This is an optimization exercise on Yosys and OpenROAD, whose aim is small area, a short achievable clock period and few clock cycles, not a production implementation. At most, simulation tests tie the RTL to the original design; equivalence was not proved.

==> flow/design.v (excerpt) <==
module goldschmidt_divider_q4_4 (
    input  wire       clk,
    input  wire       rst_n,
    input  wire       start,
    input  wire [7:0] numerator,
    input  wire [7:0] denominator,
    output wire [7:0] quotient,
    output reg        valid,
    output reg        error
);
clock: 8.0 ns
lec_check: 0
cap_margin: 20
core_margin: 2
core_utilization: 60
setup_slack_margin: 1.5
slew_margin: 20
run.sh (not shown) runs the stock make flow with config.mk's settings and CLKGATE_MAP_FILE= SYNTH_SCRIPT=/design/flow/synth_recipe.tcl, a recipe that flattens the netlist after the stock synthesis.
The first run finished clean.
==> next run, changes <==
--- a/flow/config.mk
+++ b/flow/config.mk
@@ -11 +11 @@
-export SETUP_SLACK_MARGIN = 1.5
+export SETUP_SLACK_MARGIN = 2.5
Effect:
- The new run ran to the end with no violations
- worst hold slack barely changes
- die area is unchanged
- critical path depth stays the same
No run of this note included a check of the RTL's function; only the layout flow was run.


## build 92
goldschmidt_divider_q4_4, a different RTL version from the one above (not shown whole).
For scale: roughly 1400 cells after synthesis, ~67 flip-flops, about 29 I/O pins, about 0.010 mm² of cells after synthesis.
// goldschmidt_divider_q4_4
module goldschmidt_divider_q4_4 (
    input  wire       clk,
    input  wire       rst_n,
    input  wire       start,
    input  wire [7:0] numerator,
    input  wire [7:0] denominator,
    output wire [7:0] quotient,
    output reg        valid,
    output reg        error
);
clock: 8.0 ns
lec_check: 0
cap_margin: 20
core_margin: 2
core_utilization: 40
slew_margin: 20
standard.sh (not shown) runs the stock make flow with config.mk's settings and CLKGATE_MAP_FILE= SYNTH_SCRIPT=/design/flow/synth_recipe.tcl, a recipe that flattens the netlist after the stock synthesis.
==> flow/flow/run.sh <==
#!/bin/bash
# Standard layout, but let timing repair swap cells across footprints
# (sky130hd's platform default restricts it to same-footprint sizes).
set -euo pipefail
bash standard.sh MATCH_CELL_FOOTPRINT=0 finish > standard.log 2>&1
Build 92: done, clean on timing, DRC and antenna
Testbench counts of build 92, summed over its fixed seeds: cycles 32,000.
Changes in build 56 relative to build 92:
- SETUP_SLACK_MARGIN newly set to 1.5
- ABC_AREA newly set to 1
==> flow/flow/run.sh <==
#!/bin/bash
# The standard layout (the standard.sh: ORFS synthesis to the final
# layout, unchanged), with one setting changed: timing repair may swap a cell
# for one of another footprint (sky130hd's platform config restricts repair to
# same-footprint sizes). The whole ORFS run's output goes to standard.log.
set -euo pipefail
bash standard.sh MATCH_CELL_FOOTPRINT=0 finish > standard.log 2>&1
Findings:
- Slack of the worst reg-to-reg path ends up lower on build 92.
- Diff build 92 -> build 56 | combined area of all synthesized cells | decrease of about 4.4%
- There was hardly any difference in total wirelength of the detailed-routed design between build 56 and build 92.
Relative to build 56, the following input files were edited for build 11:
==> flow/flow/run.sh <==
#!/bin/bash
set -euo pipefail
bash standard.sh MATCH_CELL_FOOTPRINT=0 finish > standard.log 2>&1
[summary]
Build 11 completed end to end with timing, DRC and antenna clean. Summary of build 11 over build 56: pre-CTS setup slack ~0 delta; final worst-path setup slack ~0 delta; count of antenna diodes in the layout ~0 delta. The multi-input combinational cell count was comparable across build 11 and build 56. As far as number of clock buffers in the layout goes, build 56 and build 11 are indistinguishable; the numbers are identical. Diff build 11..build 56 | initial antenna violation count | unchanged.
Input-level comparison between build 77 and build 11:
- SETUP_SLACK_MARGIN: 1.5 -> unset
- ABC_AREA: 1 -> unset
==> flow/run.sh (new file) <==
#!/bin/bash
# synth_recipe.tcl (not shown) runs the flow's synth.tcl, then flattens the netlist and writes it again
# the make line also repeats each setting of config.mk as NAME=value (left out here)
make -C /OpenROAD-flow-scripts/flow DESIGN_CONFIG=/design/flow/config.mk WORK_HOME=/design/flow/orfs CLKGATE_MAP_FILE= SYNTH_SCRIPT=/design/flow/synth_recipe.tcl finish
removed: flow/flow/run.sh
removed: flow/standard.sh
==> comparison <==
Of the two values seen for launch point of the worst path, c8b was produced by build 11 and ysb[0] by build 77. Relative to build 11, the final net count measured on build 77 has decreased by more than 10%. In build 77, the post-synth design cell area came out about 4.6% above the value in build 11. Changes observed in build 77 relative to build 11: total of clock buffers placed in the layout went up.
Changes in build 88 relative to build 77:
- ABC_AREA now 1, previously not set
--- outcome ---
When build 88 is measured against build 77, its synthesis-to-finish area growth turns out 0.81 points higher. Comparing setup slack for build 77 and build 88, the smaller number came from build 77.
What build 59 does differently from build 88 at the input level:
- SETUP_SLACK_MARGIN: unset -> 1.5
==> flow/flow/run.sh (new file) <==
#!/bin/bash
set -euo pipefail
bash standard.sh MATCH_CELL_FOOTPRINT=0 'BUFFER_PORTS_ARGS=-buffer_cell sky130_fd_sc_hd__buf_2' finish > standard.log 2>&1
==> flow/standard.sh (new file) <==
#!/bin/bash
# synth_recipe.tcl (not shown) runs the flow's synth.tcl, then flattens the netlist and writes it again
# the make line also repeats each setting of config.mk as NAME=value (left out here)
make -C /OpenROAD-flow-scripts/flow DESIGN_CONFIG=/design/flow/config.mk WORK_HOME=/design/flow/orfs CLKGATE_MAP_FILE= SYNTH_SCRIPT=/design/flow/synth_recipe.tcl "${@:-finish}"
removed: flow/run.sh
### Flow results
- Build 59 vs build 88 — number of DRC markers in iteration 0 climbed by a few percent
- From build 88 to build 59 the numbers moved as follows: final core utilization grew by 1.2 points, detail-routed via count per cell shrank by about 0.7%, buffers inserted during post-CTS setup optimization grew by 1, via count held steady, cell count grew by 18.

## port drivers added, routing unchanged
Ports are ideal in the flow. The routed layouts listed here were re-timed in OpenROAD. Step 1 sets driving cells, clkbuf_16 on the clock port and buf_2 on the other inputs (assumed; they add their load-dependent delay and slew). Step 2 adds t to the input delays and takes it off the output delays; t is the mean of the earliest and latest rising clock arrival at the registers after step 1. Input paths then give back, and output paths get back, about the clock's delay inside the block. Slacks: ideal / step 1 / step 2; pairs: ideal / step 1.
run | t (ns) | slack for setup (ns) | pins driven straight from the clock port
the first run of note 1 | 0.383 | 0.990 / 0.944 / 1.327 | 1
the second run of note 1 | 0.385 | 0.996 / 0.951 / 1.336 | 1
build 92 | 0.365 | 0.421 / 0.381 / 0.746 | 1
build 56 | 0.365 | 1.718 / 1.676 / 1.950 | 1
build 11 | 0.365 | 1.718 / 1.676 / 1.950 | 1
build 77 | 0.365 | 0.421 / 0.381 / 0.746 | 1
build 88 | 0.364 | 0.976 / 0.935 / 1.299 | 1
build 59 | 0.361 | 1.738 / 1.696 / 1.949 | 1
After both steps setup and hold are still met in every run listed.
